What follows belongs to an exercise in optimizing a design on an open flow for small area and a short achievable clock period; a production flow would make more cautious choices. The RTL was checked by simulation tests, not by an equivalence proof against the original design. Power figures rest on the tool's default switching activity, not on a simulated workload.

==> flow/design.v <==
`timescale 1ns / 1ps
module cla_carry #(
    parameter W = 32,
    parameter L = 5          
    ) (
    input wire [W-1:0] g,
    input wire [W-1:0] p,
    output wire c
    );
    wire [W-1:0] gk [0:L];   
    wire [W-1:0] pk [0:L];   
    assign gk[0] = g;
    assign pk[0] = p;
    genvar k, i;
    generate
        for (k = 1; k <= L; k = k + 1) begin : lvl
            for (i = 0; i < (W >> k); i = i + 1) begin : node
                assign gk[k][i] = gk[k-1][2*i+1] | (pk[k-1][2*i+1] & gk[k-1][2*i]);
                assign pk[k][i] = pk[k-1][2*i+1] & pk[k-1][2*i];
            end
            assign gk[k][W-1:(W >> k)] = {(W - (W >> k)){1'b0}};
            assign pk[k][W-1:(W >> k)] = {(W - (W >> k)){1'b0}};
        end
    endgenerate
    assign c = gk[L][0];
endmodule
`timescale 1ns / 1ps
module hft_fpga_low_latency(
    input wire core_clk,
    input wire reset,
    input wire cfg_we,
    input wire [1:0] cfg_addr,
    input wire [31:0] cfg_wdata,
    input wire [63:0] raw_market_data,
    input wire raw_valid,
    output wire [127:0] mg_tx_data,
    output wire mg_tx_valid
    );
    reg [31:0] threshold_n;      
    reg [31:0] risk_min_n;       
    reg [31:0] risk_max_n;       
    always @(posedge core_clk) begin
        if (reset) begin
            threshold_n <= ~32'd1000;
            risk_min_n <= ~32'd1000;
            risk_max_n <= ~32'd5000;
        end else if (cfg_we) begin
            case (cfg_addr)
                2'd0: threshold_n <= ~cfg_wdata;
                2'd1: risk_min_n <= ~cfg_wdata;
                2'd2: risk_max_n <= ~cfg_wdata;
                default: ;
            endcase
        end
    end
    wire [31:0] price = raw_market_data[31:0];
    wire below_threshold;    
    wire below_min;          
    wire above_max;          
    cla_carry #(.W(32), .L(5)) u_cmp_thr (
        .g(~(threshold_n | price)), .p(~(threshold_n & price)), .c(below_threshold));
    cla_carry #(.W(32), .L(5)) u_cmp_min (
        .g(~(risk_min_n | price)), .p(~(risk_min_n & price)), .c(below_min));
    cla_carry #(.W(32), .L(5)) u_cmp_max (
        .g(price & risk_max_n), .p(price | risk_max_n), .c(above_max));
    wire approve = raw_valid && (raw_market_data[63:56] == 8'h01) &&
                   below_threshold && !below_min && !above_max;
    reg [55:0] order_data;
    always @(posedge core_clk) begin
        order_data <= raw_market_data[55:0];
    end
    reg [31:0] order_seq;
    reg order_valid;
    reg order_count;
    wire [31:0] seq_ones_below;
    assign seq_ones_below[0] = 1'b1;
    genvar gi;
    generate
        for (gi = 1; gi < 32; gi = gi + 1) begin : g_ones
            assign seq_ones_below[gi] = &order_seq[gi-1:0];
        end
    endgenerate
    always @(posedge core_clk) begin
        if (reset) begin
            order_seq <= 32'd0;
            order_count <= 1'b0;
        end else begin
            order_seq <= order_seq ^ ({32{order_count}} & seq_ones_below);
            order_count <= approve;
        end
    end
    always @(posedge core_clk or posedge reset) begin
        if (reset)
            order_valid <= 1'b0;
        else
            order_valid <= approve;
    end
    assign mg_tx_data = {order_seq, 8'h01, order_data, 32'h0000_0000};
    assign mg_tx_valid = order_valid;
endmodule
clock: 4.0 ns
lec_check: 0
abc_area: 1
cap_margin: 20
core_margin: 2
core_utilization: 40
cts_buf_list: sky130_fd_sc_hd__clkbuf_4 sky130_fd_sc_hd__clkbuf_8
setup_slack_margin: 2.22
slew_margin: 20
standard.sh (not shown) runs the stock make flow with config.mk's settings and CLKGATE_MAP_FILE= SYNTH_SCRIPT=/design/flow/synth_recipe.tcl, a recipe that flattens the netlist after the stock synthesis.
==> flow/flow/run.sh <==
#!/bin/bash
set -euo pipefail
cts_bufs=$(sed -n 's/^export CTS_BUF_LIST *= *//p' config.mk)
bash standard.sh synth > synth.log 2>&1
bash standard.sh finish \
  BUFFER_PORTS_ARGS="-buffer_cell sky130_fd_sc_hd__buf_1" \
  SKIP_REPAIR_TIE_FANOUT=1 \
  CTS_ARGS="-sink_clustering_enable -repair_clock_nets -dont_use_dummy_load -root_buf sky130_fd_sc_hd__clkbuf_16 -buf_list {$cts_bufs}" \
  > layout.log 2>&1
Testbench counts at the start, summed over its fixed seeds: latency cycles 3,243, orders 3,243.
Rerun with:
--- a/flow/flow/run.sh
+++ b/flow/flow/run.sh
@@ -7,3 +7,3 @@
   SKIP_REPAIR_TIE_FANOUT=1 \
-  CTS_ARGS="-sink_clustering_enable -repair_clock_nets -dont_use_dummy_load -root_buf sky130_fd_sc_hd__clkbuf_16 -buf_list {$cts_bufs}" \
+  CTS_ARGS="-sink_clustering_enable -repair_clock_nets -dont_use_dummy_load -buf_list {$cts_bufs}" \
   > layout.log 2>&1
CORE_UTILIZATION = 75   (was 40)
SETUP_SLACK_MARGIN = 2.18   (was 2.22)
After rerunning: The new run completed with no timing, DRC or antenna violations; cell count is lower by about 8%; wire length is higher by 2.0%; die area is lower by about 46%; total power is lower by about 1.6%; design area is lower by about 2.4%; count of clock-buffer cells in the layout does not change; non-clock buffer count is lower by 5; critical path depth does not change; synthesized cell count is unchanged; area after synthesis stays the same.
Rerun with:
CORE_UTILIZATION = 40   (was 75)
TNS_END_PERCENT = 50   (was default)
Effect: Setup slack degrades by 12 ps; worst hold slack degrades by 13 ps; via count decreases by a few percent; sequential share of layout area decreases by 0.68 points; combinational power decreases by a few percent; register-to-register slack improves by 30 ps; non-clock buffer count increases by 4; global-route usage decreases by 13 points; utilization decreases by 41 points; area after synthesis stays the same; clock skew hardly moves.
Rerun with:
==> flow/flow/run.sh (replaced) <==
#!/bin/bash
# Standard ORFS layout, with plain buf_1 cells as the port buffers
# (the default port buffer is a 10 um2 delay buffer) and one tie cell per
# constant value instead of one per constant output.
set -euo pipefail
bash standard.sh synth > synth.log 2>&1
bash standard.sh finish BUFFER_PORTS_ARGS="-buffer_cell sky130_fd_sc_hd__buf_1" SKIP_REPAIR_TIE_FANOUT=1 > layout.log 2>&1
SETUP_SLACK_MARGIN = 2.05   (was 2.18)
TNS_END_PERCENT = default   (was 50)
The changed run passed the timing, DRC and antenna checks.
Combinational power barely changes.
Maximum frequency went down by a few percent.
Hold slack loses 3.0 ps.
Routed wire length goes up slightly.
Cell area grows slightly.
Synthesized cell count is unchanged.
Count of clock-buffer cells in the layout climbs by 2.

---

xenon:
Starts from the design.v that is shown in full above.
Settings: LEC_CHECK=0, ABC_AREA=1, CAP_MARGIN=20, CORE_MARGIN=2, CORE_UTILIZATION=60, CTS_BUF_LIST=sky130_fd_sc_hd__clkbuf_4 sky130_fd_sc_hd__clkbuf_8, SETUP_SLACK_MARGIN=2.2, SLEW_MARGIN=20; clock period 4.0 ns.
==> flow/flow/run.sh <==
#!/bin/bash
# Standard ORFS layout, with plain buf_1 cells as the port buffers
# (the default port buffer is a 10 um2 delay buffer) and one tie cell per
# constant value instead of one per constant output.
set -euo pipefail
bash standard.sh synth > synth.log 2>&1
bash standard.sh finish BUFFER_PORTS_ARGS="-buffer_cell sky130_fd_sc_hd__buf_1" SKIP_REPAIR_TIE_FANOUT=1 > layout.log 2>&1
xenon was carried through to the last stage, and its layout satisfied the timing, DRC and antenna checks.
Testbench counts of xenon, summed over its fixed seeds: latency cycles 3,243, orders 3,243.
The inputs of fjord differ from those of xenon as listed below.
Settings: a change of SETUP_SLACK_MARGIN from 2.2 to 2.18; a change of CTS_BUF_LIST from sky130_fd_sc_hd__clkbuf_4 sky130_fd_sc_hd__clkbuf_8 to sky130_fd_sc_hd__clkbuf_16; a change of CORE_UTILIZATION from 60 to 40.
==> flow/flow/run.sh <==
#!/bin/bash
set -euo pipefail
cts_bufs=$(sed -n 's/^export CTS_BUF_LIST *= *//p' config.mk)
bash standard.sh synth > synth.log 2>&1
bash standard.sh finish \
  BUFFER_PORTS_ARGS="-buffer_cell sky130_fd_sc_hd__buf_1" \
  SKIP_REPAIR_TIE_FANOUT=1 \
  CTS_ARGS="-sink_clustering_enable -repair_clock_nets -dont_use_dummy_load -buf_list {$cts_bufs}" \
  > layout.log 2>&1
Relative to xenon, share of final-layout standard cells stronger than drive strength 1 has decreased by 5.1 points in fjord. Summary of fjord over xenon: number of nets in the layout shrank by 16; cell count grew by 33; post-layout minimum cycle time grew by 0.020 ns. Changes observed in fjord relative to xenon: highest attainable clock frequency moved down, highest fanout seen on the critical path moved up, utilization moved down, global routing usage on met2 moved down, sequential cell area moved down. Relative to xenon, final area decreased by 1.5% in fjord. Of the two values seen for class of the worst hold path, input port to asynchronous set/reset pin was produced by xenon and input port to flip-flop by fjord.
Modified inputs, cedar compared to fjord
Settings: SETUP_SLACK_MARGIN: 2.18 -> 2.2; CTS_BUF_LIST: sky130_fd_sc_hd__clkbuf_16 -> sky130_fd_sc_hd__clkbuf_4 sky130_fd_sc_hd__clkbuf_8.
diff --git a/flow/flow/run.sh b/flow/flow/run.sh
--- a/flow/flow/run.sh
+++ b/flow/flow/run.sh
@@ -7,3 +7,3 @@
   SKIP_REPAIR_TIE_FANOUT=1 \
-  CTS_ARGS="-sink_clustering_enable -repair_clock_nets -dont_use_dummy_load -buf_list {$cts_bufs}" \
+  CTS_ARGS="-sink_clustering_enable -repair_clock_nets -dont_use_dummy_load -root_buf sky130_fd_sc_hd__clkbuf_16 -buf_list {$cts_bufs}" \
   > layout.log 2>&1
==> comparison <==
- Die area came out exactly the same in fjord and cedar.
- Summary of cedar over fjord: post-route core utilization -0.45 points, final global-route overflow total ~0 delta.
- cedar finished all stages; the layout is clean.
- Compared with fjord, cedar shows a clock power share that is 7.5 points lower.
- Per the comparison of cedar with fjord, worst path setup slack after routing climbed 0.025 ns, cell area after layout dropped 0.95%.
- Taking fjord as the reference point, the mean number of vias per cell of cedar falls by 0.52%.
- Summary of cedar over fjord: met2 routing resource usage after global routing decreased 0.33 points; register clock-pin slew on the reported worst setup and hold paths essentially unchanged; maximum number of pins on one net before global-route repair essentially unchanged; combinational power increased about 2%.
Input changes introduced in zinc (baseline for comparison: cedar):
Settings: SETUP_SLACK_MARGIN now 2.22, was 2.2.
diff --git a/flow/flow/run.sh b/flow/flow/run.sh
--- a/flow/flow/run.sh
+++ b/flow/flow/run.sh
@@ -6,3 +6,3 @@
   BUFFER_PORTS_ARGS="-buffer_cell sky130_fd_sc_hd__buf_1" \
-  SKIP_REPAIR_TIE_FANOUT=1 \
+  SKIP_REPAIR_TIE_FANOUT=1 SETUP_MOVE_SEQUENCE=unbuffer,sizeup,swap,buffer \
   CTS_ARGS="-sink_clustering_enable -repair_clock_nets -dont_use_dummy_load -root_buf sky130_fd_sc_hd__clkbuf_16 -buf_list {$cts_bufs}" \
- Detailed route, zinc vs cedar: via total lower for zinc
- For zinc, the cell type of the slowest stage on the worst timing path was sky130_fd_sc_hd__clkinvlp_4, unlike cedar, where it was sky130_fd_sc_hd__dfxtp_2.
- | total power | cedar vs zinc | ≈ equal |
- Summary of zinc over cedar: number of DRC violations after detailed-routing iteration 0 went up by about 5%; cell area flat; wire length moved down; synthesis-to-finish area growth about even.
- Changes observed in zinc relative to cedar: mean routed wirelength per cell moved down, final cycle utilization of the critical path now larger, met2 track demand over resource in global routing saw a decrease.

## port drivers added, routing unchanged
The results above use ideal ports. As a check the final layouts listed here were re-extracted and re-timed, cells and wires unchanged. Step 1, drivers: a clkbuf_16 drives core_clk and a buf_2 each remaining input, both assumed. Step 2 times the ports against the registers' clock, not the clock port: input delays grow and output delays shrink by t, the midpoint of the rising clock arrivals with the driver on. Slacks: ideal ports / drivers / drivers and shift; pairs: ideal ports / drivers.
| run | t, ns | setup slack, ns | latest minus earliest clock arrival (ns) | worst data-port slew with drivers (ns) |
|---|---|---|---|---|
| the first run of note 1 | 0.415 | 2.281 / 2.241 / 1.905 | 0.033 / 0.033 | 0.06 |
| the second run of note 1 | 0.461 | 2.199 / 2.166 / 1.831 | 0.034 / 0.034 | 0.06 |
| the third run of note 1 | 0.480 | 2.186 / 2.151 / 1.842 | 0.033 / 0.033 | 0.07 |
| the fourth run of note 1 | 0.489 | 2.119 / 2.083 / 1.807 | 0.014 / 0.014 | 0.07 |
| xenon | 0.484 | 2.242 / 2.205 / 1.819 | 0.015 / 0.015 | 0.05 |
| fjord | 0.457 | 2.222 / 2.179 / 1.881 | 0.021 / 0.020 | 0.07 |
| cedar | 0.411 | 2.246 / 2.206 / 1.915 | 0.032 / 0.032 | 0.07 |
| zinc | 0.415 | 2.173 / 2.141 / 1.726 | 0.033 / 0.033 | 0.07 |
After both steps setup and hold are still met in every run listed. For zinc, which loses most, drivers alone change the setup slack by -0.032 ns; drivers and shift together by -0.447 ns.
